Source: an optimization exercise on an open RTL-to-GDS flow (aim: small area, a short achievable clock period and few clock cycles). Production flows keep margins and buffers that such runs may drop. At most, simulation tests tie the RTL to the original design; equivalence was not proved. Function not checked in runs 1 to 5: the RTL went through the layout flow alone. Power is estimated from default activity; no workload was simulated.

### design/flow/flow/run.sh
#!/bin/bash
# Standard layout, with the port buffers given as one buffer cell and the
# clock tree built without dummy loads. make's output goes to make.log here.
set -euo pipefail
export BUFFER_PORTS_ARGS="-buffer_cell sky130_fd_sc_hd__buf_2"
export CTS_ARGS="-sink_clustering_enable -repair_clock_nets -dont_use_dummy_load -buf_list sky130_fd_sc_hd__clkbuf_8"
bash standard.sh > make.log 2>&1
### design/flow/design.v
`timescale 1ns/10ps
module LBP ( clk, reset, gray_addr, gray_req, gray_ready, gray_data, lbp_addr, lbp_valid, lbp_data, finish);
input   	clk;
input   	reset;
output  [13:0] 	gray_addr;
output reg         	gray_req;
input   	gray_ready;
input   [7:0] 	gray_data;
output reg  [13:0] 	lbp_addr;
output reg  	lbp_valid;
output reg  [7:0] 	lbp_data;
output reg  	finish;
parameter K = 6;               
localparam H = K + 2;          
localparam JW = $clog2(H);
reg [6:0] r, x;                
reg [JW-1:0] j;                
reg [7:0] sr [0:H];            
reg [13:0] ga;                 
assign gray_addr = ga;
wire colend = (j == 0);
wire [6:0] r_n = !colend ? r + 7'd1 : (x == 7'd0) ? r - 7'd1 : r - (H-1);
wire [6:0] x_n = colend ? x - 7'd1 : x;
always @(posedge clk or posedge reset) begin
    if (reset) begin
        r <= 7'd1;
        x <= 7'd0;
        j <= 0;
        gray_req <= 1'b0;
        lbp_valid <= 1'b0;
        finish <= 1'b0;
    end else begin
        gray_req <= 1'b1;
        j <= colend ? H-1 : j - 1;
        x <= x_n;
        r <= r_n;
        lbp_valid <= (j <= H-3) | (r[6:1] == 6'd0);
        finish <= finish | (lbp_valid & (lbp_addr == {7'd126, 7'd1}));
    end
end
function [1:0] cmp2;
    input [7:0] a, b;
    reg [7:0] g, l;
    reg [3:0] g1, l1;
    reg [1:0] g2, l2;
    integer k;
    begin
        g = a & ~b;
        l = ~a & b;
        for (k = 0; k < 4; k = k + 1) begin
            g1[k] = g[2*k+1] | (~l[2*k+1] & g[2*k]);
            l1[k] = l[2*k+1] | (~g[2*k+1] & l[2*k]);
        end
        for (k = 0; k < 2; k = k + 1) begin
            g2[k] = g1[2*k+1] | (~l1[2*k+1] & g1[2*k]);
            l2[k] = l1[2*k+1] | (~g1[2*k+1] & l1[2*k]);
        end
        cmp2[1] = ~(l2[1] | (~g2[1] & l2[0]));
        cmp2[0] = ~(g2[1] | (~l2[1] & g2[0]));
    end
endfunction
wire [7:0] c  = sr[H];
wire [1:0] rdl = cmp2(gray_data, c);
wire [1:0] rlt = cmp2(sr[0], c);
wire [1:0] rul = cmp2(sr[1], c);
wire [1:0] rdn = cmp2(sr[H-1], c);
reg [H:0]   d2;    
reg [H-1:0] d4;    
reg [H-2:0] d7;    
reg         d1;    
wire [7:0] code = {d7[H-2], rdn[1], rdl[1], d4[H-1], rlt[1], d2[H], d1, rul[1]};
wire zero = (r[6:1] == 6'd0) | (x[6:1] == 6'h3f);
integer i;
always @(posedge clk) begin
    ga <= {r_n, x_n};
    sr[0] <= gray_data;
    for (i = 1; i <= H; i = i + 1)
        sr[i] <= sr[i-1];
    d2 <= {d2[H-1:0], rdl[0]};
    d4 <= {d4[H-2:0], rlt[0]};
    d7 <= {d7[H-3:0], rul[0]};
    d1 <= rdn[0];
    lbp_addr <= {r - 7'd1, x + 7'd1};
    lbp_data <= zero ? 8'd0 : code;
end
endmodule
### design/flow/constraint.sdc
create_clock -name core_clock -period 4.0 [get_ports {clk}]
set_input_delay 0.8000 -clock core_clock [delete_from_list [all_inputs] [get_ports {clk}]]
set_output_delay 0.8000 -clock core_clock [all_outputs]
set_load 0.01 [all_outputs]
### design/flow/config.mk
export PLATFORM = sky130hd
export DESIGN_NAME = LBP
export DESIGN_NICKNAME = LBP
export VERILOG_FILES = /design/flow/design.v
export SDC_FILE = /design/flow/constraint.sdc
export NUM_CORES = 4
export LEC_CHECK = 0
export CAP_MARGIN = 20
export CORE_MARGIN = 2
export CORE_UTILIZATION = 40
export SETUP_SLACK_MARGIN = 2.1
export SLEW_MARGIN = 20
### design/flow/standard.sh
#!/bin/bash
# synth_recipe.tcl (not shown) runs the flow's synth.tcl, then flattens the netlist and writes it again
# the make line also repeats each setting of config.mk as NAME=value (left out here)
make -C /OpenROAD-flow-scripts/flow DESIGN_CONFIG=/design/flow/config.mk WORK_HOME=/design/flow/orfs CLKGATE_MAP_FILE= SYNTH_SCRIPT=/design/flow/synth_recipe.tcl "${@:-finish}"
==> PnR_summary.wiki, run 1 <==
{| class="wikitable"
! Metric !! Value
|-
| Status || finished clean
|-
| Die height || approximately 110 um
|-
| Number of nets with antenna violations after routing || 0
|-
| Initial antenna violation count || 0
|-
| Longest individual stage delay on the worst path || between 0.4 and 0.5 ns
|-
| Post-synthesis sequential area ratio || 0.656
|-
| Main flop type after synthesis || dfxtp_1
|-
| TritonCTS clock tree || built
|-
| Post-route cell area || 0.00552 mm2
|-
| Standby leakage power || 0.00227 uW
|-
| Number of distinct standard cells referenced by the synthesized netlist || 57
|-
| Area share of fa/ha/maj cells after synthesis || 0.0853
|-
| Met1 capacity usage during global routing || 0.153
|-
| Total number of clock tree sinks || roughly 150
|-
| NumNets Final || 475
|-
| Total wirelength of the detailed-routed design || around 7.6 mm
|-
| Warnings from Yosys || 2
|-
| Average wire length per cell after detail routing || 12.7 um
|-
| Most congested layer reported by global routing || met2
|-
| Post-synthesis share of cell area spent on and, or, nand and nor gates || 0.112
|-
| Global-route wire length before repair || between 10 and 15 mm
|-
| Slew at the pin closest to its max-slew limit || around 0.82 ns
|-
| Max Transition Viols Final || 0
|-
| Post-Syn Nets || roughly 420
|-
| Final hold violation count || 0
|-
| Cell area after synthesis || 0.00483 mm2
|-
| Number of DRC violations after detailed routing || 0
|-
| Multi-input gate area in the final layout || roughly 0.0016 mm2
|-
| Die ar. || around 0.013 mm2
|-
| Setup slack of the most critical reg-to-reg path || between 2 and 2.5 ns
|-
| Final sum of negative setup slack || 0 ns
|-
| Slowest stage cell, crit path || dfrtp_2
|-
| Slew HR || 0.454
|-
| Maximum buffer depth of the clock tree || 2
|-
| Area of all sequential standard cells || between 0.003 and 0.004 mm2
|-
| Die outline width || 114 um
|-
| Maximum number of pins on one net before global-route repair || 21
|-
| Clock-pin slew on the worst setup and hold paths || ~0.06 ns
|-
| Area contributors post-synth || dfxtp_1 (55%), dfrtp_1 (9.9%), maj3_2 (4.0%)
|-
| Maximum clock frequency || 0.540 GHz
|-
| Library cell used as clock root buffer || clkbuf_8
|-
| Iteration-0 DRC count of the detailed router || 132
|-
| Worst endpoint data arrival time || approximately 2.2 ns
|-
| Post-detailed-placement cell area || 0.00522 mm2
|-
| Total of hold buffers inserted after clock tree synthesis || 0
|-
| End of the worst register-to-register path || lbp_data[1]
|-
| Weighted congestion at the end of routability-driven global placement || approximately 0.8
|-
| Vias || between 2000 and 3000
|-
| Endpoint kind of the worst setup timing path || flip-flop
|-
| Count of flip-flops with a built-in enable after synthesis || 0
|-
| Unrepaired setup endpoints after global routing || yes
|-
| Crit path time final || 1.85 ns
|-
| Layout overhead on the synthesized area || 14.3%
|-
| Via count of the first global-routing pass || ~2700
|-
| Startpoint Class || flip-flop
|-
| Effective utilization at floorplan || 0.405
|-
| Detailed Routing Iterations Pass 1 || 4
|-
| Final core utilization || 0.463
|-
| Top Ports || 50
|-
| Flops & latches, synth || 153
|-
| Power Density || 467 mW/mm2
|-
| Number of H-tree branching levels || 4
|-
| Tot GR Track Use || 0.128
|-
| Synthesized area divided by synthesized cell count || ~12 um2
|-
| Largest family of logic cells by synthesized area || simple AND/OR/NAND/NOR gates
|-
| Global routing usage on met2 || 0.198
|-
| Reg2reg start || r[3]
|-
| Most numerous cell types in the synthesized netlist || dfxtp_1 (133), inv_1 (23), dfrtp_1 (19)
|-
| Fraction of the mapped netlist area in compound gates || 0.0830
|-
| Mux share of post-synthesis cell area || 0
|-
| # port buffers || 48
|-
| Global routing usage on met3 || 0.0531
|-
| Hold/Removal Path Class || flip-flop to flip-flop
|-
| DP HPWL || between 5 and 6 mm
|-
| Drt via density || 4.80
|-
| Total inserted antenna cells || 0
|-
| Row count || 40
|-
| Number of fill cells || roughly 1100
|-
| Fraction of layout cells with a size suffix above 1 || 0.238
|-
| Worst R2R Path Depth || 4
|-
| TritonCTS buffer count || 17
|-
| Final count of negative-setup-slack endpoints || 0
|-
| XOR/XNOR Fraction of Synth Area || 0.0363
|-
| Clock insertion delay at the later pin of the skew report || roughly 0.43 ns
|-
| Biggest fanout along the worst timing path || 10
|-
| Placeable core area || 0.0119 mm2
|-
| Post-synthesis instance total || roughly 400
|-
| Area share of the largest cell type after synthesis || 0.552
|-
| Worst Setup EP || lbp_data[1]
|-
| Worst Skew || ~0.024 ns
|-
| Most frequently used cell type in the post-synthesis netlist || dfxtp_1
|-
| Critical path class || flip-flop to flip-flop
|-
| VDD IR max || between 0.15 and 0.2 mV
|-
| Required @ worst endpoint || 4.30 ns
|-
| Proportion of synthesized flip-flops having asynchronous set or reset || 0.131
|-
| Crit. Startpoint || r[3]
|-
| Portion of the clock cycle consumed by the worst path in the final layout || 0.463
|-
| Max Cap Violations || 0
|-
| Remaining global-route overflow || 0
|-
| Cell type contributing the most total cell area after synthesis || dfxtp_1
|-
| Cell-by-cell trace of the critical path || or3_1 -> or4_4 -> o21a_2 -> and2_1
|}
-- state kept, by name (all words and copies together), names as in the netlist, 7 cells and up --
| signal | cells |
|---|---|
| x | 7 |
| sr | 72 |
| d7 | 7 |
| lbp_addr | 14 |
| d2 | 9 |
| ga | 14 |
| lbp_data | 8 |
| d4 | 8 |
| r | 7 |
-- report_power, final --
part	leakage, uW	switching (uW)	internal, uW
clock	0.000122	439	374
combinational	0.000825	58.7	60.5
sequential	0.00132	32.2	1610
total	0.00227	530	2050
-- stage by stage --
| stage | hold WS [ns] | worst slack [ns] | cells | power [uW] |
|---|---|---|---|---|
| after floorplan | 0.310 | 2.14 | 398 | 1760 |
| after global placement | 0.310 | 1.95 | 583 | 1790 |
| after detailed placement | 0.312 | 1.93 | 583 | 1800 |
| after CTS | 0.324 | 2.11 | 600 | 2620 |
| after global routing | 0.331 | 2.05 | 601 | 2700 |
| final | 0.323 | 2.15 | 601 | 2580 |
-- how the worst min path moves through the flow --
stage                to  depth (start not counted)      from
3_3_place_gp   sr[6][2]                          0  sr[5][2]
4_1_cts           d7[6]                          0     d7[5]
5_1_grt        sr[4][5]                          0  sr[3][5]
2_1_floorplan     d2[1]                          0     d2[0]
6_report          d7[6]                          0     d7[5]
3_5_place_dp   sr[5][2]                          0  sr[4][2]
-- layer usage --
metal / part of all wire / wire length [um]
met1: 0.47 / 3600
met4: 0.023 / 175
met5: 0 / 0
met2: 0.45 / 3430
met3: 0.053 / 400
-- logic make-up after synthesis --
kind of cell               after synthesis
other                                    1
xor gates and xnor gates                20
DFF                                    153
and+or+nand+nor                         94
buffers and inverters                   34
AOI/OAI and AO/OA                       59
adders and majority gates               37
-- cell type report --
type	instances	share of cell area
clock buffer	17	0.0424
inverter	24	0.0163
multi-input combinational	211	0.288
sequential	153	0.575
tap	147	0.0333
timing repair buffer	49	0.0449
-- worst max-delay path, delay by kind of cell (launching register included) --
family	cells	cell delay [ns]
compound gates	1	0.19
simple gates	3	1.07
flops	1	0.48
-- timing repair --
item,CTS,global route
cloned,0,0
setup buffers,0,1
pin swaps,0,1
resized for setup,9,11
setup endpoints to repair,17,16
-- placed cells by master (no fill, tap or decap), drive strengths merged, types with 5 or more instances in the layout --
cell type,count
a21oi,17
and2,7
buf,49
clkbuf,17
dfrtp,19
dfxtp,133
ha,8
inv,24
maj3,29
nand2,18
nand2b,8
nand3,5
nand4,5
nor2,11
nor2b,15
nor3,6
o21ai,8
xnor2,11
xor2,9
==> run 2, diff against run 1 <==
--- a/design/flow/design.v
+++ b/design/flow/design.v
@@ -12,7 +12,7 @@
 output reg  	finish;
 parameter K = 6;               
 localparam H = K + 2;          
-localparam JW = $clog2(H);
+localparam JW = 3;                
 reg [6:0] r, x;                
 reg [JW-1:0] j;                
 reg [7:0] sr [0:H];            
--- a/design/flow/config.mk
+++ b/design/flow/config.mk
@@ -5,8 +5,9 @@
 export SDC_FILE = /design/flow/constraint.sdc
 export NUM_CORES = 4
 export LEC_CHECK = 0
+export ABC_CLOCK_PERIOD_IN_PS = 1500
 export CAP_MARGIN = 20
 export CORE_MARGIN = 2
 export CORE_UTILIZATION = 40
-export SETUP_SLACK_MARGIN = 2.1
+export SETUP_SLACK_MARGIN = 2.3
 export SLEW_MARGIN = 20
==> PnR_summary.wiki, run 2 <==
{| class="wikitable"
! Metric !! Value
|-
| Number of H-tree branching levels || 4
|-
| Synthesized area divided by synthesized cell count || around 12 um2
|-
| # port buffers || 48
|-
| Standby leakage power || around 0.0024 uW
|-
| Worst Skew || between 0.02 and 0.025 ns
|-
| Final sum of negative setup slack || 0 ns
|-
| Library cell used as clock root buffer || clkbuf_8
|-
| Status || finished clean
|-
| Total number of clock tree sinks || around 150
|-
| Most numerous cell types in the synthesized netlist || dfxtp_1 (133), inv_1 (23), dfrtp_1 (19)
|-
| Number of nets with antenna violations after routing || 0
|-
| Main flop type after synthesis || dfxtp_1
|-
| Maximum number of pins on one net before global-route repair || 21
|-
| Max Transition Viols Final || 0
|-
| Hold Slack || around 0.32 ns
|-
| Final count of negative-setup-slack endpoints || 0
|-
| Power Density || around 440 mW/mm2
|-
| Maximum clock frequency || between 0.5 and 0.6 GHz
|-
| Most flop-heavy register || sr
|-
| Global-route wire length before repair || ~13 mm
|-
| Most frequently used cell type in the post-synthesis netlist || dfxtp_1
|-
| Top Ports || 50
|-
| Area contributors post-synth || dfxtp_1 (55%), dfrtp_1 (9.9%), maj3_2 (4.0%)
|-
| Worst endpoint data arrival time || 2.04 ns
|-
| Unrepaired setup endpoints after global routing || yes
|-
| Clock-pin slew on the worst setup and hold paths || ~0.070 ns
|-
| Total wirelength of the detailed-routed design || 8.09 mm
|-
| Critical path class || flip-flop to flip-flop
|-
| VDD IR max || approximately 0.2 mV
|-
| Via count of the first global-routing pass || around 2800
|-
| Die ar. || between 0.01 and 0.015 mm2
|-
| Maximum buffer depth of the clock tree || 2
|-
| DP HPWL || about 5.4 mm
|-
| NumNets Final || about 500
|-
| Vias || approximately 3000
|-
| Slew at the pin closest to its max-slew limit || approximately 0.8 ns
|-
| Portion of the clock cycle consumed by the worst path in the final layout || 0.438
|-
| Startpoint Class || flip-flop
|-
| Proportion of synthesized flip-flops having asynchronous set or reset || 0.131
|-
| Post-route cell area || 0.00592 mm2
|-
| TritonCTS clock tree || built
|-
| Commonest non-fill, non-tap cell in the layout || dfxtp_1
|-
| Total inserted antenna cells || 0
|-
| Number of distinct standard cells referenced by the synthesized netlist || between 50 and 60
|-
| Weighted congestion at the end of routability-driven global placement || a little under 0.8
|-
| Area share of the largest cell type after synthesis || 0.552
|-
| Biggest fanout along the worst timing path || 6
|-
| Post-detailed-placement cell area || 0.00525 mm2
|-
| Crit path time final || 1.75 ns
|-
| Post-synthesis sequential area ratio || 0.656
|-
| Final core utilization || 0.497
|-
| TritonCTS buffer count || 17
|-
| Clock insertion delay at the later pin of the skew report || about 0.42 ns
|-
| Max Cap Violations || 0
|-
| Fraction of layout cells with a size suffix above 1 || 0.392
|-
| Layout overhead on the synthesized area || 22.7%
|-
| Cell area after synthesis || about 0.0048 mm2
|-
| Detailed Routing Iterations Pass 1 || 4
|-
| Die height || ~110 um
|-
| Iteration-0 DRC count of the detailed router || 99
|-
| Initial antenna violation count || 0
|-
| Tot GR Track Use || 0.131
|-
| Cell type contributing the most total cell area after synthesis || dfxtp_1
|-
| Commonest cells after routing, fill and taps aside || dfxtp_1 (109), buf_2 (45), maj3_2 (23)
|-
| Number of DRC violations after detailed routing || 0
|-
| Row count || 40
|-
| Endpoint kind of the worst setup timing path || flip-flop
|-
| Post-synthesis instance total || 398
|-
| Remaining global-route overflow || 0
|-
| Total of hold buffers inserted after clock tree synthesis || 0
|-
| Slew HR || 0.465
|-
| Flops & latches, synth || 153
|-
| Final hold violation count || 0
|-
| Post-Syn Nets || 417
|-
| Count of flip-flops with a built-in enable after synthesis || 0
|-
| Placeable core area || 0.0119 mm2
|-
| Flip-flop count of the largest register after layout || between 70 and 80
|-
| Registers with the most flip-flops || sr (72), ga (14), lbp_addr (14)
|-
| Die outline width || ~110 um
|-
| Required @ worst endpoint || about 4.3 ns
|-
| Drt via density || about 4.9
|-
| Average wire length per cell after detail routing || 13.0 um
|-
| Warnings from Yosys || 2
|-
| Hold/Removal Path Class || flip-flop to flip-flop
|-
| Effective utilization at floorplan || 0.405
|}
## run 2: changes by cell type in the layout (fill, tap and decap cells not counted), moves of 5 or more
cell and delta:
dfxtp_1 -20, dfrtp_1 -9, buf_6 +5, dfrtp_2 +9
buf_4 +20, dfxtp_2 +18
## run 2: cell type report
type                            count  area [um2]
Clock buffer                       17         234
Timing Repair Buffer               72         459
Multi-Input combinational cell    211        1740
Tap cell                          147         184
Sequential cell                   153        3210
Inverter                           24        90.1
Fill cell                        1063        5990
## run 2: final timing paths
path,from,to,slack (ns),depth (start not counted)
setup / recovery,r[3],lbp_data[2],2.25,4
hold / removal,sr[2][5],sr[3][5],0.32,0
setup reg to reg,r[3],lbp_data[2],2.25,4
hold reg to reg,sr[2][5],sr[3][5],0.32,0
max in group asynchronous,reset,x[2],2.90,2
min in group asynchronous,reset,gray_req,0.54,2
## run 2: cells by family (layout without fill, tap and decap cells)
| group | after synthesis | after routing | share of synthesized area |
|---|---|---|---|
| flops | 153 | 153 | 0.656 |
| compound gates | 59 | 59 | 0.0830 |
| buf+inv | 34 | 113 | 0.0267 |
| simple gates | 94 | 94 | 0.112 |
| other cells | 1 | 1 | 0.000777 |
| fa+ha+maj | 37 | 37 | 0.0853 |
| xor+xnor | 20 | 20 | 0.0363 |
## run 2: critical path: stages, from the launching register on
cell and delay, ns:
dfrtp_2 0.43, or3_4 0.42, or4_4 0.46, o21a_4 0.17
and2_1 0.15
## run 2: through the flow
step,std cells,power [uW],setup WS [ns]
after floorplan,398,1760,2.17
after global placement,583,1800,1.96
after detailed placement,583,1800,1.90
after CTS,610,2620,2.21
after global routing,624,2720,2.21
final,624,2600,2.25
## run 2: power breakdown
group | switching [uW] | internal (uW) | leakage [uW]
Sequential | 32.3 | 1610 | 0.00131
Combinational | 66.1 | 74.1 | 0.00101
Clock | 436 | 375 | 0.000122
## run 2: layer usage
metal / vias to the layer above / GRT usage / routed length (um)
met2: 88 / 0.210 / 3840
met3: 8 / 0.0436 / 426
met5: - / 0 / 0
met4: 0 / 0.0537 / 78
met1: 1430 / 0.164 / 3740
li1: 1508 / - / -
## run 2: what timing repair did
item                                    CTS  global route
pin swaps                                21            12
resized for setup                        33            53
buffers inserted                         10            14
endpoints found under the setup margin   34            49
==> run 3, diff against run 2 <==
==> design/flow/design.v (replaced) <==
`timescale 1ns/10ps
module LBP ( clk, reset, gray_addr, gray_req, gray_ready, gray_data, lbp_addr, lbp_valid, lbp_data, finish);
input   	clk;
input   	reset;
output  [13:0] 	gray_addr;
output reg         	gray_req;
input   	gray_ready;
input   [7:0] 	gray_data;
output reg  [13:0] 	lbp_addr;
output reg  	lbp_valid;
output reg  [7:0] 	lbp_data;
output reg  	finish;
parameter K = 6;               
localparam H = K + 2;          
localparam JW = 3;                
reg [6:0] r, x;                
reg [JW-1:0] j;                
reg [7:0] sr [0:H];            
assign gray_addr = {r, x};
wire colend = (j == 0);
always @(posedge clk or posedge reset) begin
    if (reset) begin
        r <= 7'd1;
        x <= 7'd0;
        j <= 0;
        gray_req <= 1'b0;
        lbp_valid <= 1'b0;
        finish <= 1'b0;
    end else begin
        gray_req <= 1'b1;
        if (colend) begin
            j <= H-1;
            x <= x - 7'd1;
            r <= (x == 7'd0) ? r - 7'd1 : r - (H-1);
        end else begin
            j <= j - 1;
            r <= r + 7'd1;
        end
        lbp_valid <= (j <= H-3) | (r[6:1] == 6'd0);
        finish <= finish | (lbp_valid & (lbp_addr == {7'd126, 7'd1}));
    end
end
wire [7:0] c  = sr[H];
wire [1:0] rdl = {gray_data >= c, c >= gray_data};
wire [1:0] rlt = {sr[0] >= c, c >= sr[0]};
wire [1:0] rul = {sr[1] >= c, c >= sr[1]};
wire [1:0] rdn = {sr[H-1] >= c, c >= sr[H-1]};
reg [H:0]   d2;    
reg [H-1:0] d4;    
reg [H-2:0] d7;    
reg         d1;    
wire [7:0] code = {d7[H-2], rdn[1], rdl[1], d4[H-1], rlt[1], d2[H], d1, rul[1]};
wire zero = (r[6:1] == 6'd0) | (x[6:1] == 6'h3f);
integer i;
always @(posedge clk) begin
    sr[0] <= gray_data;
    for (i = 1; i <= H; i = i + 1)
        sr[i] <= sr[i-1];
    d2 <= {d2[H-1:0], rdl[0]};
    d4 <= {d4[H-2:0], rlt[0]};
    d7 <= {d7[H-3:0], rul[0]};
    d1 <= rdn[0];
    lbp_addr <= {r - 7'd1, x + 7'd1};
    lbp_data <= zero ? 8'd0 : code;
end
endmodule
==> design/flow/flow/run.sh (replaced) <==
#!/bin/bash
# Standard layout, with the port buffers given as one buffer cell and the
# clock tree built without dummy loads. make's output goes to make.log here.
set -euo pipefail
export BUFFER_PORTS_ARGS="-buffer_cell sky130_fd_sc_hd__buf_2"
export CTS_ARGS="-sink_clustering_enable -repair_clock_nets -dont_use_dummy_load -buf_list sky130_fd_sc_hd__clkbuf_8 -root_buf sky130_fd_sc_hd__clkbuf_16"
bash standard.sh > make.log 2>&1
==> design/flow/config.mk (replaced) <==
export PLATFORM = sky130hd
export DESIGN_NAME = LBP
export DESIGN_NICKNAME = LBP
export VERILOG_FILES = /design/flow/design.v
export SDC_FILE = /design/flow/constraint.sdc
export NUM_CORES = 4
export LEC_CHECK = 0
export CAP_MARGIN = 20
export CORE_MARGIN = 2
export CORE_UTILIZATION = 60
export SETUP_SLACK_MARGIN = 2.2
export SLEW_MARGIN = 20
==> PnR_summary.wiki, run 3 <==
{| class="wikitable"
! Metric !! Value
|-
| Status || finished clean
|-
| Area share of the largest cell type after synthesis || 0.532
|-
| Worst hold path cell count || 0
|-
| Proportion of synthesized flip-flops having asynchronous set or reset || 0.144
|-
| Most numerous cell types in the synthesized netlist || dfxtp_1 (119), ha_1 (40), inv_1 (22)
|-
| Area contributors post-synth || dfxtp_1 (53%), ha_1 (11%), dfrtp_1 (11%)
|-
| Count of flip-flops with a built-in enable after synthesis || 0
|-
| Maximum buffer depth of the clock tree || 2
|-
| Warnings from Yosys || 2
|-
| Registers with the most flip-flops || sr (72), lbp_addr (14), d2 (9)
|-
| Cell total after placement || 490
|-
| Hold/Removal Path Class || flip-flop to flip-flop
|-
| Cell area after synthesis || 0.00448 mm2
|-
| Number of distinct standard cells referenced by the synthesized netlist || 49
|-
| Slowest stage cell, crit path || dfstp_2
|-
| Flip-flop count of the largest register after layout || slightly above 70
|-
| Post-route cell area || approximately 0.0053 mm2
|-
| Unrepaired setup endpoints after global routing || yes
|-
| Commonest non-fill, non-tap cell in the layout || dfxtp_1
|-
| Clock insertion delay at the later pin of the skew report || 0.35 ns
|-
| Number of DRC violations after detailed routing || 0
|-
| Most frequently used cell type in the post-synthesis netlist || dfxtp_1
|-
| Worst endpoint data arrival time || about 0.97 ns
|-
| Vias || ~2700
|-
| Post-route insts no fill || around 530
|-
| Startpoint Class || flip-flop
|-
| Clock-pin slew on the worst setup and hold paths || 0.07 ns
|-
| Effective utilization at floorplan || 0.617
|-
| Cell-by-cell trace of the critical path || buf_6
|-
| Worst Setup EP || gray_addr[7]
|-
| Endpoint kind of the worst setup timing path || output pin
|-
| Crit. Startpoint || r[0]
|-
| Total wirelength of the detailed-routed design || between 7 and 8 mm
|-
| Switching power share of the total || 0.201
|-
| Final sum of negative setup slack || 0 ns
|-
| Placeable core area || approximately 0.0073 mm2
|-
| Portion of the clock cycle consumed by the worst path in the final layout || 0.443
|-
| Area of all sequential standard cells || ~0.0029 mm2
|-
| Drt via density || 5.13
|-
| Reg2reg start || x[1]
|-
| Initial antenna violation count || 0
|-
| Sequential group share of total power || 0.622
|-
| DP HPWL || about 4.9 mm
|-
| Multi-input gate area in the final layout || approximately 0.0015 mm2
|-
| Die outline width || roughly 90 um
|-
| Cell type contributing the most total cell area after synthesis || dfxtp_1
|-
| Main flop type after synthesis || dfxtp_1
|-
| Layout overhead on the synthesized area || 18.0%
|-
| Logic depth of the worst setup path including buffers || 1
|-
| Worst R2R Path Depth || 7
|-
| Post-synthesis instance total || 351
|-
| Library cell used as clock root buffer || clkbuf_16
|-
| Commonest cells after routing, fill and taps aside || dfxtp_1 (119), buf_2 (47), ha_1 (38)
|-
| Crit path time final || 1.77 ns
|-
| Number of nets with antenna violations after routing || 0
|-
| Standby leakage power || 0.00237 uW
|-
| Detailed Routing Iterations Pass 1 || 6
|-
| WP buf/inv || 1
|-
| Final hold violation count || 0
|-
| Slew HR || 0.463
|-
| End of the worst register-to-register path || r[2]
|-
| Max Transition Viols Final || 0
|-
| Fraction of layout cells with a size suffix above 1 || 0.283
|-
| NumNets Final || roughly 500
|-
| Number of fill cells || 531
|-
| Remaining global-route overflow || 0
|-
| Biggest fanout along the worst timing path || 2
|-
| Total power || about 2400 uW
|-
| Via count of the first global-routing pass || 2494
|-
| TritonCTS clock tree || built
|-
| Final count of negative-setup-slack endpoints || 0
|-
| Row count || 31
|-
| Most flop-heavy register || sr
|-
| Flops & latches, synth || about 140
|-
| Number of H-tree branching levels || 4
|-
| Power Density || 455 mW/mm2
|-
| Required @ worst endpoint || ~3.2 ns
|-
| Critical path class || flip-flop to output pin
|-
| Setup slack of the most critical reg-to-reg path || approximately 2.3 ns
|-
| Power dissipated by switching net loads || around 480 uW
|-
| Longest individual stage delay on the worst path || around 0.55 ns
|-
| Hold Slack || approximately 0.32 ns
|-
| Post-synthesis sequential area ratio || 0.644
|-
| Worst Skew || 0.0232 ns
|-
| Iteration-0 DRC count of the detailed router || a little under 90
|-
| Post-Syn Nets || roughly 400
|-
| Maximum clock frequency || roughly 0.56 GHz
|-
| Maximum number of pins on one net before global-route repair || 21
|-
| Crit path max-delay family || flip-flops
|-
| Die ar. || slightly above 0.008 mm2
|-
| Weighted congestion at the end of routability-driven global placement || ~0.76
|-
| TritonCTS buffer count || 17
|-
| Total number of clock tree sinks || between 100 and 150
|-
| Synthesized area divided by synthesized cell count || 12.8 um2
|-
| Die height || roughly 90 um
|-
| Global-route wire length before repair || around 12 mm
|-
| Total inserted antenna cells || 0
|-
| Average wire length per cell after detail routing || 13.3 um
|-
| Tot GR Track Use || 0.181
|-
| Post-detailed-placement cell area || 0.00481 mm2
|-
| Combinational group share of total power || 0.045
|-
| VDD IR max || 0.288 mV
|-
| Clock network power share || 0.333
|-
| Slew at the pin closest to its max-slew limit || about 0.8 ns
|-
| Top Ports || 50
|-
| Cell-internal power || just under 2000 uW
|-
| # port buffers || 48
|-
| Max Cap Violations || 0
|}
run 3: cell types whose count changed after synthesis, moves of 8 or more:
cell	before	now
maj3_1	12	0
nand2b_1	8	0
maj3_2	17	0
dfxtp_1	133	119
ha_1	8	40
nor2b_1	15	4
run 3: layout make-up:
type                       count  share of cell area
multi-input combinational    182               0.281
tap                           99              0.0235
sequential                   139               0.549
inverter                      22              0.0156
timing repair buffer          75              0.0851
clock buffer                  17              0.0464
run 3: what timing repair did:
action / in CTS / in global routing
hold buffers: 0 / 0
endpoints found under the setup margin: 12 / 15
gates resized for setup: 9 / 7
pin swaps: 0 / 1
buffers inserted: 3 / 24
cloned: 0 / 0
run 3: worst min-delay path by stage:
stage / startpoint / end / slack [ns]
after floorplan: d2[0] / d2[1] / 0.31
after global placement: d2[3] / d2[4] / 0.31
after detailed placement: d4[6] / d4[7] / 0.31
after CTS: sr[6][6] / sr[7][6] / 0.31
after global routing: d4[6] / d4[7] / 0.31
final: d7[2] / d7[3] / 0.32
run 3: kinds of logic after synthesis:
| kind of cell | count (synthesis) | synth area share |
|---|---|---|
| flip-flops | 139 | 0.644 |
| AND/OR/NAND/NOR | 67 | 0.0945 |
| AO/OA/AOI/OAI | 52 | 0.0755 |
| adder cells (fa/ha/maj) | 40 | 0.112 |
| buffers and inverters | 30 | 0.0296 |
| XOR/XNOR | 21 | 0.0411 |
| other | 1 | 0.000838 |
| multiplexers | 1 | 0.00224 |
run 3: power groups by stage:
stage,Sequential (uW),Clock [uW],Combinational (uW)
2_1_floorplan,1520,0,67.5
3_3_place_gp,1520,0,105
3_5_place_dp,1520,0,110
4_1_cts,1490,829,110
5_1_grt,1500,897,125
6_report,1490,801,108
run 3: through the flow:
stage               utilization  setup slack [ns]
floorplan                     -              2.23
global placement          0.663              2.03
detailed placement        0.663              2.00
CTS                       0.701              2.17
global route              0.728              2.18
finish                    0.728              2.23
run 3: layer usage:
layer	part of all wire	track usage	wire length, um
met5	0	0	0
met4	0.011	0.0577	76
met3	0.045	0.0568	320
met2	0.49	0.311	3490
met1	0.45	0.218	3190
run 3: worst register-to-register path: stages (launching register included):
cell and delay, ns:
dfrtp_2 0.45, inv_1 0.10, ha_1 0.14, nor4b_4 0.28
nand2_2 0.15, nor2_4 0.17, mux2i_1 0.23, xnor2_1 0.14
==> run 4, diff against run 3 <==
--- a/design/flow/config.mk
+++ b/design/flow/config.mk
@@ -8,5 +8,5 @@
 export CAP_MARGIN = 20
 export CORE_MARGIN = 2
 export CORE_UTILIZATION = 60
-export SETUP_SLACK_MARGIN = 2.2
+export SETUP_SLACK_MARGIN = 2.1
 export SLEW_MARGIN = 20
==> PnR_summary.wiki, run 4 <==
{| class="wikitable"
! Metric !! Value
|-
| Post-Syn Nets || 402
|-
| Crit path time final || between 1.5 and 2 ns
|-
| Die height || between 90 and 100 um
|-
| Warnings from Yosys || 2
|-
| Total inserted antenna cells || 0
|-
| Commonest cells after routing, fill and taps aside || dfxtp_1 (119), buf_2 (48), ha_1 (40)
|-
| Longest individual stage delay on the worst path || just over 0.5 ns
|-
| TritonCTS clock tree || built
|-
| Portion of the clock cycle consumed by the worst path in the final layout || 0.457
|-
| Critical path class || flip-flop to output pin
|-
| NumNets Final || around 460
|-
| Maximum clock frequency || approximately 0.55 GHz
|-
| Slew HR || 0.472
|-
| Die ar. || about 0.0082 mm2
|-
| Placeable core area || 0.00725 mm2
|-
| Initial antenna violation count || 0
|-
| Total number of clock tree sinks || 139
|-
| Commonest non-fill, non-tap cell in the layout || dfxtp_1
|-
| Hold/Removal Path Class || flip-flop to flip-flop
|-
| Effective utilization at floorplan || 0.617
|-
| End of the worst register-to-register path || r[5]
|-
| Remaining global-route overflow || 0
|-
| Total wirelength of the detailed-routed design || 6.83 mm
|-
| Slowest stage cell, crit path || dfrtp_1
|-
| Startpoint Class || flip-flop
|-
| Layout overhead on the synthesized area || 12.8%
|-
| Flops & latches, synth || ~140
|-
| Multi-input gate area in the final layout || around 0.0015 mm2
|-
| Endpoint kind of the worst setup timing path || output pin
|-
| Row count || 31
|-
| Slew at the pin closest to its max-slew limit || between 0.7 and 0.8 ns
|-
| Unrepaired setup endpoints after global routing || yes
|-
| Required @ worst endpoint || about 3.2 ns
|-
| Number of fill cells || 525
|-
| Area contributors post-synth || dfxtp_1 (53%), ha_1 (11%), dfrtp_1 (11%)
|-
| WP buf/inv || 1
|-
| Reg2reg start || x[0]
|-
| Iteration-0 DRC count of the detailed router || 51
|-
| Hold-critical path endpoint || d7[3]
|-
| Main flop type after synthesis || dfxtp_1
|-
| Cell type contributing the most total cell area after synthesis || dfxtp_1
|-
| Drt via density || just over 5
|-
| Worst R2R Path Depth || 7
|-
| Final hold violation count || 0
|-
| TritonCTS buffer count || 17
|-
| Hold Slack || around 0.31 ns
|-
| Power Density || roughly 480 mW/mm2
|-
| Crit path max-delay family || flip-flops
|-
| Number of H-tree branching levels || 4
|-
| Max Cap Violations || 0
|-
| Final count of negative-setup-slack endpoints || 0
|-
| Weighted congestion at the end of routability-driven global placement || roughly 0.78
|-
| Flip-flop count of the largest register after layout || just over 70
|-
| Registers with the most flip-flops || sr (72), lbp_addr (14), d2 (9)
|-
| Post-synthesis instance total || 351
|-
| Most flop-heavy register || sr
|-
| Maximum number of pins on one net before global-route repair || 21
|-
| Final sum of negative setup slack || 0 ns
|-
| Cell area after synthesis || 0.00448 mm2
|-
| Setup slack of the most critical reg-to-reg path || ~2.3 ns
|-
| Worst setup slack before clock tree synthesis || between 1.5 and 2 ns
|-
| Worst setup slack after layout || around 2.2 ns
|-
| Number of DRC violations after detailed routing || 0
|-
| Worst hold path cell count || 0
|-
| Standby leakage power || between 0.002 and 0.0025 uW
|-
| Worst Skew || roughly 0.032 ns
|-
| Most frequently used cell type in the post-synthesis netlist || dfxtp_1
|-
| Post-synthesis sequential area ratio || 0.644
|-
| Global-route wire length before repair || ~12 mm
|-
| Total of hold buffers inserted after clock tree synthesis || 0
|-
| Clock-pin slew on the worst setup and hold paths || 0.08 ns
|-
| Area share of the largest cell type after synthesis || 0.532
|-
| Area of all sequential standard cells || 0.00289 mm2
|-
| Via count of the first global-routing pass || about 2500
|-
| Clock insertion delay at the later pin of the skew report || between 0.3 and 0.4 ns
|-
| Detailed Routing Iterations Pass 1 || 4
|-
| Count of flip-flops with a built-in enable after synthesis || 0
|-
| Status || finished clean
|-
| Most numerous cell types in the synthesized netlist || dfxtp_1 (119), ha_1 (40), inv_1 (22)
|-
| Cell-by-cell trace of the critical path || buf_2
|-
| Vias || roughly 2600
|-
| Number of nets with antenna violations after routing || 0
|-
| DP HPWL || between 5 and 6 mm
|-
| VDD IR max || between 0.3 and 0.4 mV
|-
| Synthesized area divided by synthesized cell count || between 10 and 15 um2
|-
| Biggest fanout along the worst timing path || 9
|-
| # port buffers || between 40 and 50
|-
| Tot GR Track Use || 0.186
|-
| Startpoint of the most critical hold path || d7[2]
|-
| Average wire length per cell after detail routing || between 10 and 15 um
|-
| Max Transition Viols Final || 0
|-
| Library cell used as clock root buffer || clkbuf_16
|-
| Top Ports || 50
|-
| Number of distinct standard cells referenced by the synthesized netlist || 49
|-
| Proportion of synthesized flip-flops having asynchronous set or reset || 0.144
|-
| Maximum buffer depth of the clock tree || 2
|-
| Fraction of layout cells with a size suffix above 1 || 0.210
|-
| Worst endpoint data arrival time || just over 1 ns
|-
| Die outline width || between 90 and 100 um
|}
## run 4: how the worst max path moves through the flow
stage / start / endpoint / slack, ns / cells past startpoint
global placement: gray_data[1] / lbp_data[5] / 1.92 / 7
detailed placement: gray_data[1] / lbp_data[5] / 1.91 / 7
CTS: r[4] / gray_addr[11] / 2.13 / 1
finish: r[5] / gray_addr[12] / 2.17 / 1
floorplan: gray_data[1] / lbp_data[5] / 2.14 / 6
global route: x[1] / r[2] / 2.10 / 7
## run 4: stage by stage
| stage | instances | utilization | power, uW | cell area, um2 |
|---|---|---|---|---|
| 2_1_floorplan | 351 | - | 1590 | 4480 |
| 3_3_place_gp | 490 | 0.660 | 1620 | 4790 |
| 3_5_place_dp | 490 | 0.660 | 1630 | 4790 |
| 4_1_cts | 508 | 0.696 | 2440 | 5050 |
| 5_1_grt | 508 | 0.696 | 2510 | 5050 |
| 6_report | 508 | 0.696 | 2400 | 5050 |
## run 4: kinds of logic (layout without fill, tap and decap cells)
logic type | after synthesis | after routing | synth area share
flops | 139 | 139 | 0.644
xor+xnor | 21 | 21 | 0.0411
buf+inv | 30 | 88 | 0.0296
simple gates | 67 | 67 | 0.0945
compound gates | 52 | 52 | 0.0755
fa+ha+maj | 40 | 40 | 0.112
other cells | 1 | 1 | 0.000838
mux | 1 | 1 | 0.00224
## run 4: area by class of cell
cell class	count	area share
clock buffer	17	0.0486
inverter	22	0.0164
multi-input combinational	182	0.289
sequential	139	0.572
tap	99	0.0245
timing repair buffer	49	0.0491
## run 4: timing repair
action,CTS,global route
resized for setup,4,2
buffers inserted,1,0
hold endpoints to repair,0,0
endpoints found under the setup margin,5,4
## run 4: report_power, final
part,total [uW],switching (uW),leakage (uW),internal [uW]
Clock,804,405,0.000127,399
Combinational,107,58.2,0.000927,49.1
Sequential,1490,22.4,0.00120,1470
## run 4: layer usage
layer | routed length, um | up-vias | part of all wire | global-route usage
met5 | 0 | - | 0 | 0
met4 | 106 | 0 | 0.016 | 0.108
met3 | 340 | 10 | 0.050 | 0.0534
met2 | 3410 | 67 | 0.50 | 0.311
met1 | 2980 | 1206 | 0.44 | 0.213
li1 | - | 1314 | - | -
==> run 5, diff against run 4 <==
--- a/design/flow/config.mk
+++ b/design/flow/config.mk
@@ -8,5 +8,6 @@
 export CAP_MARGIN = 20
 export CORE_MARGIN = 2
 export CORE_UTILIZATION = 60
-export SETUP_SLACK_MARGIN = 2.1
+export SETUP_SLACK_MARGIN = 2.3
 export SLEW_MARGIN = 20
+export TNS_END_PERCENT = 0
==> PnR_summary.wiki, run 5 <==
{| class="wikitable"
! Metric !! Value
|-
| Number of fill cells || between 500 and 600
|-
| Die height || between 90 and 100 um
|-
| Total wirelength of the detailed-routed design || between 7 and 8 mm
|-
| Standby leakage power || about 0.0023 uW
|-
| Final core utilization || 0.721
|-
| TritonCTS buffer count || 17
|-
| End of the worst register-to-register path || r[3]
|-
| Most flop-heavy register || sr
|-
| Clock insertion delay at the later pin of the skew report || roughly 0.36 ns
|-
| Detailed Routing Iterations Pass 1 || 4
|-
| Effective utilization at floorplan || 0.617
|-
| Proportion of synthesized flip-flops having asynchronous set or reset || 0.144
|-
| Registers with the most flip-flops || sr (72), lbp_addr (14), d2 (9)
|-
| Unrepaired setup endpoints after global routing || yes
|-
| Switching power share of the total || 0.204
|-
| Endpoint kind of the worst setup timing path || output pin
|-
| Crit path time final || around 1.8 ns
|-
| Vias || 2650
|-
| NumNets Final || 479
|-
| Total of hold buffers inserted after clock tree synthesis || 0
|-
| Cell type contributing the most total cell area after synthesis || dfxtp_1
|-
| Tot GR Track Use || 0.191
|-
| Most frequently used cell type in the post-synthesis netlist || dfxtp_1
|-
| Most numerous cell types in the synthesized netlist || dfxtp_1 (119), ha_1 (40), inv_1 (22)
|-
| Final sum of negative setup slack || 0 ns
|-
| Setup slack of the most critical reg-to-reg path || 2.22 ns
|-
| Drt via density || around 5
|-
| Top Ports || 50
|-
| Max Transition Viols Final || 0
|-
| Row count || 31
|-
| Library cell used as clock root buffer || clkbuf_16
|-
| Commonest non-fill, non-tap cell in the layout || dfxtp_1
|-
| Placeable core area || around 0.0073 mm2
|-
| Fraction of layout cells with a size suffix above 1 || 0.270
|-
| Area share of the largest cell type after synthesis || 0.532
|-
| Maximum buffer depth of the clock tree || 2
|-
| Maximum number of pins on one net before global-route repair || 21
|-
| Number of nets with antenna violations after routing || 0
|-
| Count of flip-flops with a built-in enable after synthesis || 0
|-
| Crit path max-delay family || flip-flops
|-
| Layout overhead on the synthesized area || 16.8%
|-
| Area contributors post-synth || dfxtp_1 (53%), ha_1 (11%), dfrtp_1 (11%)
|-
| Weighted congestion at the end of routability-driven global placement || 0.762
|-
| Required @ worst endpoint || ~3.2 ns
|-
| Via count of the first global-routing pass || 2615
|-
| Portion of the clock cycle consumed by the worst path in the final layout || 0.451
|-
| Post-synthesis instance total || 351
|-
| Hold/Removal Path Class || flip-flop to flip-flop
|-
| # port buffers || 48
|-
| Slowest stage cell, crit path || dfstp_2
|-
| Final hold violation count || 0
|-
| Average wire length per cell after detail routing || approximately 14 um
|-
| Die outline width || around 90 um
|-
| Total number of clock tree sinks || between 100 and 150
|-
| Power dissipated by switching net loads || 492 uW
|-
| Clock network power share || 0.335
|-
| Worst endpoint data arrival time || 1.00 ns
|-
| DP HPWL || approximately 5.0 mm
|-
| Biggest fanout along the worst timing path || 2
|-
| Warnings from Yosys || 2
|-
| Clock-pin slew on the worst setup and hold paths || approximately 0.070 ns
|-
| Worst Skew || 0.0240 ns
|-
| Longest individual stage delay on the worst path || about 0.55 ns
|-
| Sequential group share of total power || 0.619
|-
| Cell-internal power || between 1500 and 2000 uW
|-
| Logic depth of the worst setup path including buffers || 1
|-
| Slew at the pin closest to its max-slew limit || 0.793 ns
|-
| Hold-critical path endpoint || d7[4]
|-
| WP buf/inv || 1
|-
| Startpoint of the most critical hold path || d7[3]
|-
| Cell-by-cell trace of the critical path || buf_6
|-
| Global-route wire length before repair || 12.0 mm
|-
| Number of DRC violations after detailed routing || 0
|-
| Max Cap Violations || 0
|-
| Initial antenna violation count || 0
|-
| Synthesized area divided by synthesized cell count || between 10 and 15 um2
|-
| Hold Slack || between 0.3 and 0.4 ns
|-
| Post-synthesis sequential area ratio || 0.644
|-
| Final count of negative-setup-slack endpoints || 0
|-
| Die ar. || a little over 0.008 mm2
|-
| Commonest cells after routing, fill and taps aside || dfxtp_1 (119), buf_2 (47), ha_1 (37)
|-
| Main flop type after synthesis || dfxtp_1
|-
| Critical path class || flip-flop to output pin
|-
| Flops & latches, synth || ~140
|-
| TritonCTS clock tree || built
|-
| Combinational group share of total power || 0.046
|-
| Remaining global-route overflow || 0
|-
| Power Density || approximately 460 mW/mm2
|-
| Maximum clock frequency || around 0.55 GHz
|-
| Slew HR || 0.471
|-
| Startpoint Class || flip-flop
|-
| Number of H-tree branching levels || 4
|-
| Worst hold path cell count || 0
|-
| Flip-flop count of the largest register after layout || 72
|-
| Status || finished clean
|-
| Total inserted antenna cells || 0
|-
| Reg2reg start || x[0]
|-
| VDD IR max || 0.281 mV
|-
| Number of distinct standard cells referenced by the synthesized netlist || 49
|-
| Worst R2R Path Depth || 8
|-
| Post-Syn Nets || around 400
|-
| Cell area after synthesis || between 0.004 and 0.005 mm2
|-
| Iteration-0 DRC count of the detailed router || between 80 and 90
|}
-- run 5: cell type report --
type / instances / area [um2] / area share
multi-input cells: 182 / 1490 / 0.286
inverters: 22 / 85.1 / 0.0163
flip-flops and latches: 139 / 2900 / 0.554
clock buffers: 17 / 245 / 0.0469
well taps: 99 / 124 / 0.0237
repair buffers: 66 / 382 / 0.0730
-- run 5: per-layer routing --
metal  GRT usage  wire (um)  vias to the layer above
met5           0          0                        -
met4      0.0936         90                        0
met3      0.0659        341                        7
met2       0.316       3640                       75
met1       0.224       3110                     1218
li1            -          -                     1350
-- run 5: cells by family after synthesis --
kind of cell,after synthesis,synth area share
flops,139,0.644
simple gates,67,0.0945
compound gates,52,0.0755
fa+ha+maj,40,0.112
buf+inv,30,0.0296
xor+xnor,21,0.0411
other cells,1,0.000838
mux,1,0.00224
-- run 5: timing repair --
| action | in CTS | in global routing |
|---|---|---|
| pin swaps | 0 | 1 |
| buffers inserted | 7 | 11 |
| endpoints found under the setup margin | 19 | 28 |
| gates resized for setup | 10 | 7 |
| cloned | 0 | 0 |
-- run 5: metrics by stage --
| stage | total power [uW] | instance area (um2) | setup WS (ns) | cells |
|---|---|---|---|---|
| after global routing | 2520 | 5230 | 2.13 | 525 |
| after CTS | 2440 | 5140 | 2.18 | 514 |
| after floorplan | 1590 | 4510 | 2.28 | 351 |
| after global placement | 1630 | 4820 | 2.05 | 490 |
| final | 2410 | 5230 | 2.20 | 525 |
| after detailed placement | 1640 | 4820 | 2.05 | 490 |
-- run 5: how the worst max path moves through the flow --
stage                       from           end  slack, ns
floorplan           gray_data[1]         d2[0]       2.28
global placement    gray_data[1]         d2[0]       2.05
detailed placement  gray_data[1]         d2[0]       2.05
CTS                         x[5]  gray_addr[5]       2.18
global route                x[0]          r[3]       2.13
finish                      r[0]  gray_addr[7]       2.20
-- run 5: power by group through the flow --
| stage | Combinational (uW) | Sequential, uW | Clock (uW) |
|---|---|---|---|
| 2_1_floorplan | 68.2 | 1520 | 0 |
| 4_1_cts | 113 | 1490 | 832 |
| 6_report | 111 | 1490 | 808 |
| 5_1_grt | 127 | 1500 | 895 |
| 3_3_place_gp | 106 | 1520 | 0 |
| 3_5_place_dp | 112 | 1520 | 0 |
==> run 6, diff against run 5 <==
--- a/design/flow/design.v
+++ b/design/flow/design.v
@@ -18,9 +18,12 @@
 reg [7:0] sr [0:H];            
 assign gray_addr = {r, x};
 wire colend = (j == 0);
+wire [6:0] r_down = r + 7'd1;
+wire [6:0] r_top = r - (H-1);
+wire [6:0] r_strip = {r[6:1], 1'b0};
 always @(posedge clk or posedge reset) begin
     if (reset) begin
-        r <= 7'd1;
+        r <= 7'd0;
         x <= 7'd0;
         j <= 0;
         gray_req <= 1'b0;
@@ -31,10 +34,10 @@
         if (colend) begin
             j <= H-1;
             x <= x - 7'd1;
-            r <= (x == 7'd0) ? r - 7'd1 : r - (H-1);
+            r <= (x == 7'd0) ? r_strip : r_top;
         end else begin
             j <= j - 1;
-            r <= r + 7'd1;
+            r <= r_down;
         end
         lbp_valid <= (j <= H-3) | (r[6:1] == 6'd0);
         finish <= finish | (lbp_valid & (lbp_addr == {7'd126, 7'd1}));
--- a/design/flow/config.mk
+++ b/design/flow/config.mk
@@ -8,6 +8,5 @@
 export CAP_MARGIN = 20
 export CORE_MARGIN = 2
 export CORE_UTILIZATION = 60
-export SETUP_SLACK_MARGIN = 2.3
+export SETUP_SLACK_MARGIN = 2.1
 export SLEW_MARGIN = 20
-export TNS_END_PERCENT = 0
==> PnR_summary.wiki, run 6 <==
{| class="wikitable"
! Metric !! Value
|-
| Final hold violation count || 0
|-
| Effective utilization at floorplan || 0.614
|-
| Cell-by-cell trace of the critical path || buf_2
|-
| Post-synthesis instance total || 340
|-
| Post-Syn Nets || 391
|-
| TritonCTS clock tree || built
|-
| Vias || approximately 2500
|-
| Power Density || 481 mW/mm2
|-
| Detailed Routing Iterations Pass 1 || 4
|-
| Status || finished clean
|-
| Flops & latches, synth || around 140
|-
| Final sum of negative setup slack || 0 ns
|-
| Portion of the clock cycle consumed by the worst path in the final layout || 0.456
|-
| Commonest non-fill, non-tap cell in the layout || dfxtp_1
|-
| Total of hold buffers inserted after clock tree synthesis || 0
|-
| Fraction of the mapped netlist area in compound gates || 0.0654
|-
| Most frequently used cell type in the post-synthesis netlist || dfxtp_1
|-
| Average wire length per cell after detail routing || between 10 and 15 um
|-
| NumNets Final || around 450
|-
| Worst setup slack before clock tree synthesis || ~2.0 ns
|-
| Remaining global-route overflow || 0
|-
| Post-synthesis sequential area ratio || 0.655
|-
| Crit path max-delay family || flip-flops
|-
| Worst setup slack after layout || roughly 2.2 ns
|-
| Longest individual stage delay on the worst path || 0.49 ns
|-
| Worst Skew || ~0.027 ns
|-
| Global-route wire length before repair || a little over 10 mm
|-
| Standby leakage power || between 0.002 and 0.0025 uW
|-
| Initial antenna violation count || 0
|-
| Row count || 31
|-
| Endpoint kind of the worst setup timing path || output pin
|-
| Post-synthesis share of cell area spent on and, or, nand and nor gates || 0.0938
|-
| Cell area after synthesis || roughly 0.0044 mm2
|-
| Most flop-heavy register || sr
|-
| Clock insertion delay at the later pin of the skew report || approximately 0.36 ns
|-
| Biggest fanout along the worst timing path || 6
|-
| Reg2reg start || x[0]
|-
| Total inserted antenna cells || 0
|-
| Die outline width || ~90 um
|-
| Slew HR || 0.473
|-
| Die ar. || between 0.008 and 0.009 mm2
|-
| Most numerous cell types in the synthesized netlist || dfxtp_1 (119), ha_1 (40), dfrtp_1 (20)
|-
| Library cell used as clock root buffer || clkbuf_16
|-
| Startpoint Class || flip-flop
|-
| Required @ worst endpoint || 3.20 ns
|-
| DP HPWL || ~4.6 mm
|-
| Number of H-tree branching levels || 4
|-
| Number of nets with antenna violations after routing || 0
|-
| Startpoint of the most critical hold path || sr[3][7]
|-
| Layout overhead on the synthesized area || 13.0%
|-
| Number of DRC violations after detailed routing || 0
|-
| Commonest cells after routing, fill and taps aside || dfxtp_1 (119), buf_2 (48), ha_1 (40)
|-
| Cell type contributing the most total cell area after synthesis || dfxtp_1
|-
| Worst endpoint data arrival time || slightly above 1 ns
|-
| Area share of fa/ha/maj cells after synthesis || 0.114
|-
| Final count of negative-setup-slack endpoints || 0
|-
| Placeable core area || about 0.0072 mm2
|-
| Total number of clock tree sinks || 139
|-
| Max Cap Violations || 0
|-
| Flip-flop count of the largest register after layout || slightly above 70
|-
| Proportion of synthesized flip-flops having asynchronous set or reset || 0.144
|-
| Weighted congestion at the end of routability-driven global placement || 0.790
|-
| Unrepaired setup endpoints after global routing || no
|-
| Mux share of post-synthesis cell area || 0.00227
|-
| Iteration-0 DRC count of the detailed router || 70
|-
| Total wirelength of the detailed-routed design || approximately 6.4 mm
|-
| Slew at the pin closest to its max-slew limit || 0.790 ns
|-
| Area share of the largest cell type after synthesis || 0.541
|-
| WP buf/inv || 1
|-
| # port buffers || 48
|-
| Crit path time final || 1.82 ns
|-
| Registers with the most flip-flops || sr (72), lbp_addr (14), d2 (9)
|-
| Largest family of logic cells by synthesized area || adder cells
|-
| Main flop type after synthesis || dfxtp_1
|-
| Number of distinct standard cells referenced by the synthesized netlist || 38
|-
| Tot GR Track Use || 0.177
|-
| Drt via density || 5.00
|-
| Crit. Startpoint || r[1]
|-
| Clock-pin slew on the worst setup and hold paths || around 0.070 ns
|-
| Maximum number of pins on one net before global-route repair || 21
|-
| Top Ports || 50
|-
| Warnings from Yosys || 2
|-
| Count of flip-flops with a built-in enable after synthesis || 0
|-
| Area contributors post-synth || dfxtp_1 (54%), dfrtp_1 (11%), ha_1 (11%)
|-
| XOR/XNOR Fraction of Synth Area || 0.0418
|-
| Critical path class || flip-flop to output pin
|-
| Die height || 89.7 um
|-
| Fraction of layout cells with a size suffix above 1 || 0.209
|-
| Hold/Removal Path Class || flip-flop to flip-flop
|-
| Via count of the first global-routing pass || around 2300
|-
| TritonCTS buffer count || 17
|-
| Synthesized area divided by synthesized cell count || approximately 13 um2
|-
| Slowest stage cell, crit path || dfrtp_1
|-
| Number of post-CTS setup repair buffers || 0
|-
| Maximum clock frequency || around 0.55 GHz
|-
| Maximum buffer depth of the clock tree || 2
|-
| VDD IR max || between 0.3 and 0.4 mV
|-
| Max Transition Viols Final || 0
|}
==> run 6: changes by cell type in the layout (fill, tap and decap cells not counted), moves of 5 or more <==
cell,before,now
a21o_1,8,0
and2_1,0,5
buf_4,18,0
dfrtp_1,8,15
dfrtp_2,11,5
==> run 6: final timing paths <==
| path | endpoint | slack (ns) | cells after the start |
|---|---|---|---|
| worst min register to register | sr[4][7] | 0.31 | 0 |
| min in group asynchronous | r[5] | 0.58 | 2 |
| max in group asynchronous | x[1] | 2.84 | 2 |
| worst max-delay path | gray_addr[8] | 2.18 | 1 |
| worst min-delay path | sr[4][7] | 0.31 | 0 |
| worst max register to register | r[4] | 2.24 | 5 |
==> run 6: metal layers <==
metal | track usage | wire length, um
met1 | 0.204 | 2940
met2 | 0.288 | 3130
met3 | 0.0658 | 276
met4 | 0.0896 | 105
met5 | 0 | 0
==> run 6: report_power, final <==
| part | switching, uW | leakage [uW] | internal [uW] |
|---|---|---|---|
| Sequential | 21.1 | 0.00123 | 1470 |
| Combinational | 55.5 | 0.000893 | 40.7 |
| Clock | 408 | 0.000127 | 399 |
==> run 6: cell type report <==
| type | count | area, um2 |
|---|---|---|
| clock buffer | 17 | 245 |
| sequential | 139 | 2890 |
| multi-input combinational | 175 | 1410 |
| tap | 99 | 124 |
| inverter | 19 | 71.3 |
| fill | 545 | 2200 |
| timing repair buffer | 48 | 240 |
==> run 6: repair_timing <==
item / CTS / global route
endpoints found under the setup margin: 7 / 2
resized for setup: 5 / 2
gates cloned: 0 / 0
==> run 6: logic make-up (layout without fill, tap and decap cells) <==
group                    Yosys count  in the layout
AO/OA/AOI/OAI                     42             42
XOR/XNOR                          21             21
adder cells (fa/ha/maj)           40             40
buffers and inverters             26             84
flip-flops                       139            139
multiplexers                       1              1
other                              1              1
AND/OR/NAND/NOR                   70             70
==> run 6: metrics by stage <==
| step | utilization | power, uW | hold slack [ns] | instance area, um2 | cells |
|---|---|---|---|---|---|
| finish | 0.693 | 2400 | 0.312 | 4980 | 497 |
| global route | 0.693 | 2500 | 0.323 | 4980 | 497 |
| CTS | 0.693 | 2420 | 0.318 | 4970 | 497 |
| detailed placement | 0.657 | 1620 | 0.312 | 4720 | 480 |
| global placement | 0.657 | 1620 | 0.310 | 4720 | 480 |
| floorplan | - | 1580 | 0.310 | 4400 | 340 |
Testbench counts of run 6, summed over its fixed seeds: cycles 387,126.
==> run 7, diff against run 6 <==
--- a/design/flow/config.mk
+++ b/design/flow/config.mk
@@ -8,5 +8,5 @@
 export CAP_MARGIN = 20
 export CORE_MARGIN = 2
 export CORE_UTILIZATION = 60
-export SETUP_SLACK_MARGIN = 2.1
+export SETUP_SLACK_MARGIN = 2.4
 export SLEW_MARGIN = 20
==> PnR_summary.wiki, run 7 <==
{| class="wikitable"
! Metric !! Value
|-
| Cell type contributing the most total cell area after synthesis || dfxtp_1
|-
| Average wire length per cell after detail routing || approximately 14 um
|-
| Portion of the clock cycle consumed by the worst path in the final layout || 0.430
|-
| Number of DRC violations after detailed routing || 0
|-
| Synthesized area divided by synthesized cell count || about 13 um2
|-
| Crit path time final || about 1.7 ns
|-
| Power Density || 439 mW/mm2
|-
| Registers with the most flip-flops || sr (72), lbp_addr (14), d2 (9)
|-
| Most flop-heavy register || sr
|-
| Remaining global-route overflow || 0
|-
| Biggest fanout along the worst timing path || 2
|-
| Critical path class || flip-flop to output pin
|-
| Status || finished clean
|-
| TritonCTS clock tree || built
|-
| Placeable core area || just over 0.007 mm2
|-
| WP buf/inv || 1
|-
| Final count of negative-setup-slack endpoints || 0
|-
| Total of hold buffers inserted after clock tree synthesis || 0
|-
| Maximum number of pins on one net before global-route repair || 21
|-
| Post-detailed-placement cell area || approximately 0.0047 mm2
|-
| Worst Skew || around 0.035 ns
|-
| Cell area after synthesis || 0.00440 mm2
|-
| Final hold violation count || 0
|-
| Clock insertion delay at the later pin of the skew report || approximately 0.37 ns
|-
| Slew at the pin closest to its max-slew limit || approximately 0.79 ns
|-
| Drt via density || 5.04
|-
| TritonCTS buffer count || 17
|-
| Total wirelength of the detailed-routed design || around 7.1 mm
|-
| Max Cap Violations || 0
|-
| Global-route wire length before repair || roughly 11 mm
|-
| Detailed Routing Iterations Pass 1 || 4
|-
| Worst endpoint data arrival time || 0.92 ns
|-
| Total number of clock tree sinks || around 140
|-
| Unrepaired setup endpoints after global routing || yes
|-
| Commonest non-fill, non-tap cell in the layout || dfxtp_1
|-
| Number of distinct standard cells referenced by the synthesized netlist || 38
|-
| Number of H-tree branching levels || 4
|-
| Iteration-0 DRC count of the detailed router || 71
|-
| Maximum buffer depth of the clock tree || 2
|-
| Area contributors post-synth || dfxtp_1 (54%), dfrtp_1 (11%), ha_1 (11%)
|-
| Post-synthesis sequential area ratio || 0.655
|-
| Via count of the first global-routing pass || 2356
|-
| Commonest cells after routing, fill and taps aside || dfxtp_1 (100), ha_1 (36), buf_6 (35)
|-
| Initial antenna violation count || 0
|-
| Post-synthesis instance total || 340
|-
| Main flop type after synthesis || dfxtp_1
|-
| Endpoint kind of the worst setup timing path || output pin
|-
| Die outline width || 89.7 um
|-
| Cell total after placement || 480
|-
| Effective utilization at floorplan || 0.614
|-
| Standby leakage power || roughly 0.0024 uW
|-
| Slew HR || 0.475
|-
| Crit path max-delay family || flip-flops
|-
| Fraction of layout cells with a size suffix above 1 || 0.359
|-
| Proportion of synthesized flip-flops having asynchronous set or reset || 0.144
|-
| Number of nets with antenna violations after routing || 0
|-
| Area share of the largest cell type after synthesis || 0.541
|-
| Cell-by-cell trace of the critical path || buf_6
|-
| Weighted congestion at the end of routability-driven global placement || around 0.76
|-
| Required @ worst endpoint || roughly 3.2 ns
|-
| Most numerous cell types in the synthesized netlist || dfxtp_1 (119), ha_1 (40), dfrtp_1 (20)
|-
| Top Ports || 50
|-
| VDD IR max || between 0.3 and 0.4 mV
|-
| Warnings from Yosys || 2
|-
| Library cell used as clock root buffer || clkbuf_16
|-
| Row count || 31
|-
| Most frequently used cell type in the post-synthesis netlist || dfxtp_1
|-
| Flip-flop count of the largest register after layout || a little over 70
|-
| Maximum clock frequency || 0.581 GHz
|-
| # port buffers || 48
|-
| Slowest stage cell, crit path || dfrtp_2
|-
| Tot GR Track Use || 0.183
|-
| Die height || 89.7 um
|-
| Hold/Removal Path Class || flip-flop to flip-flop
|-
| DP HPWL || 4.53 mm
|-
| Max Transition Viols Final || 0
|-
| Longest individual stage delay on the worst path || 0.43 ns
|-
| Clock-pin slew on the worst setup and hold paths || about 0.08 ns
|-
| Die ar. || 0.00804 mm2
|-
| Post-route cell area || roughly 0.0055 mm2
|-
| Post-Syn Nets || between 300 and 400
|-
| Startpoint Class || flip-flop
|-
| Vias || 2622
|-
| Count of flip-flops with a built-in enable after synthesis || 0
|-
| Flops & latches, synth || roughly 140
|-
| NumNets Final || 474
|-
| Final sum of negative setup slack || 0 ns
|-
| Post-route insts no fill || 520
|-
| Total inserted antenna cells || 0
|-
| Layout overhead on the synthesized area || 24.7%
|}
[run 7: power breakdown]
part / switching, uW / internal (uW) / leakage, uW
logic: 60.1 / 50.9 / 0.00109
registers: 23.1 / 1470 / 0.00122
clock network: 407 / 399 / 0.000127
total: 490 / 1920 / 0.00243
[run 7: logic make-up after synthesis]
kind of cell,count (synthesis),synth area share
AND/OR/NAND/NOR,70,0.0938
flip-flops,139,0.655
multiplexers,1,0.00227
other,1,0.000852
AO/OA/AOI/OAI,42,0.0654
adder cells (fa/ha/maj),40,0.114
buffers and inverters,26,0.0276
XOR/XNOR,21,0.0418
[run 7: layer usage]
layer / GRT usage / vias up / routed length [um]
met5: 0 / - / 0
met1: 0.218 / 1239 / 3070
li1: - / 1312 / -
met2: 0.290 / 63 / 3640
met3: 0.0731 / 8 / 330
met4: 0.0855 / 0 / 95
[run 7: cell type report]
| cell class | count | area, um2 |
|---|---|---|
| Tap cell | 99 | 124 |
| Timing Repair Buffer | 71 | 624 |
| Sequential cell | 139 | 2920 |
| Multi-Input combinational cell | 175 | 1500 |
| Inverter | 19 | 73.8 |
| Clock buffer | 17 | 245 |
| Fill cell | 458 | 1680 |
[run 7: metrics by stage]
stage | hold WS (ns) | utilization | power, uW | setup WS [ns]
global placement | 0.310 | 0.659 | 1620 | 2.03
floorplan | 0.310 | - | 1580 | 2.21
CTS | 0.315 | 0.734 | 2420 | 2.29
global route | 0.311 | 0.765 | 2530 | 2.25
finish | 0.307 | 0.765 | 2410 | 2.28
detailed placement | 0.312 | 0.659 | 1620 | 2.02
[run 7: worst paths after layout]
check	start	end	slack, ns	cells past startpoint
max in group asynchronous	reset	r[0]	2.85	2
max	r[3]	gray_addr[10]	2.28	1
min in group asynchronous	reset	r[5]	0.57	2
min reg2reg	d7[5]	d7[6]	0.31	0
min	d7[5]	d7[6]	0.31	0
max reg2reg	r[3]	lbp_data[1]	2.32	5
[run 7: repair_timing]
item                                    in CTS  in global routing
endpoints found under the setup margin      46                 55
gates resized for setup                     45                 44
setup buffers                               18                  5
pin swaps                                    6                  9
hold endpoints to repair                     0                  0

## port drivers added, routing unchanged
In the flow no input, the clock included, has a driving cell. The finished layouts below were timed again as built, in two steps.
Step 1 (the two cells are an assumption about what drives the block):
set clk [get_ports {clk}]
set_driving_cell -lib_cell sky130_fd_sc_hd__clkbuf_16 $clk
set_driving_cell -lib_cell sky130_fd_sc_hd__buf_2 [delete_from_list [all_inputs] $clk]
Step 2 times the ports against the registers' clock, not the clock port: input delays grow and output delays shrink by t, the midpoint of the rising clock arrivals with the driver on.
a / b / c = ideal ports / drivers / drivers and shift; a / b = the first two.
run | shift t [ns] | slack for setup (ns) | worst register clock-pin slew, ns
run 1 | 0.451 | 2.147 / 2.147 / 1.944 | 0.09 / 0.09
run 2 | 0.438 | 2.248 / 2.245 / 1.971 | 0.09 / 0.09
run 3 | 0.372 | 2.229 / 2.194 / 2.009 | 0.08 / 0.08
run 4 | 0.378 | 2.172 / 2.138 / 1.902 | 0.08 / 0.08
run 5 | 0.384 | 2.198 / 2.163 / 2.052 | 0.08 / 0.08
run 6 | 0.377 | 2.177 / 2.144 / 1.965 | 0.08 / 0.08
run 7 | 0.383 | 2.279 / 2.244 / 2.011 | 0.09 / 0.09
After both steps every run listed still meets setup and hold. The setup slack of run 2, which loses most, moves by -0.003 ns with the drivers and by -0.277 ns with both steps.
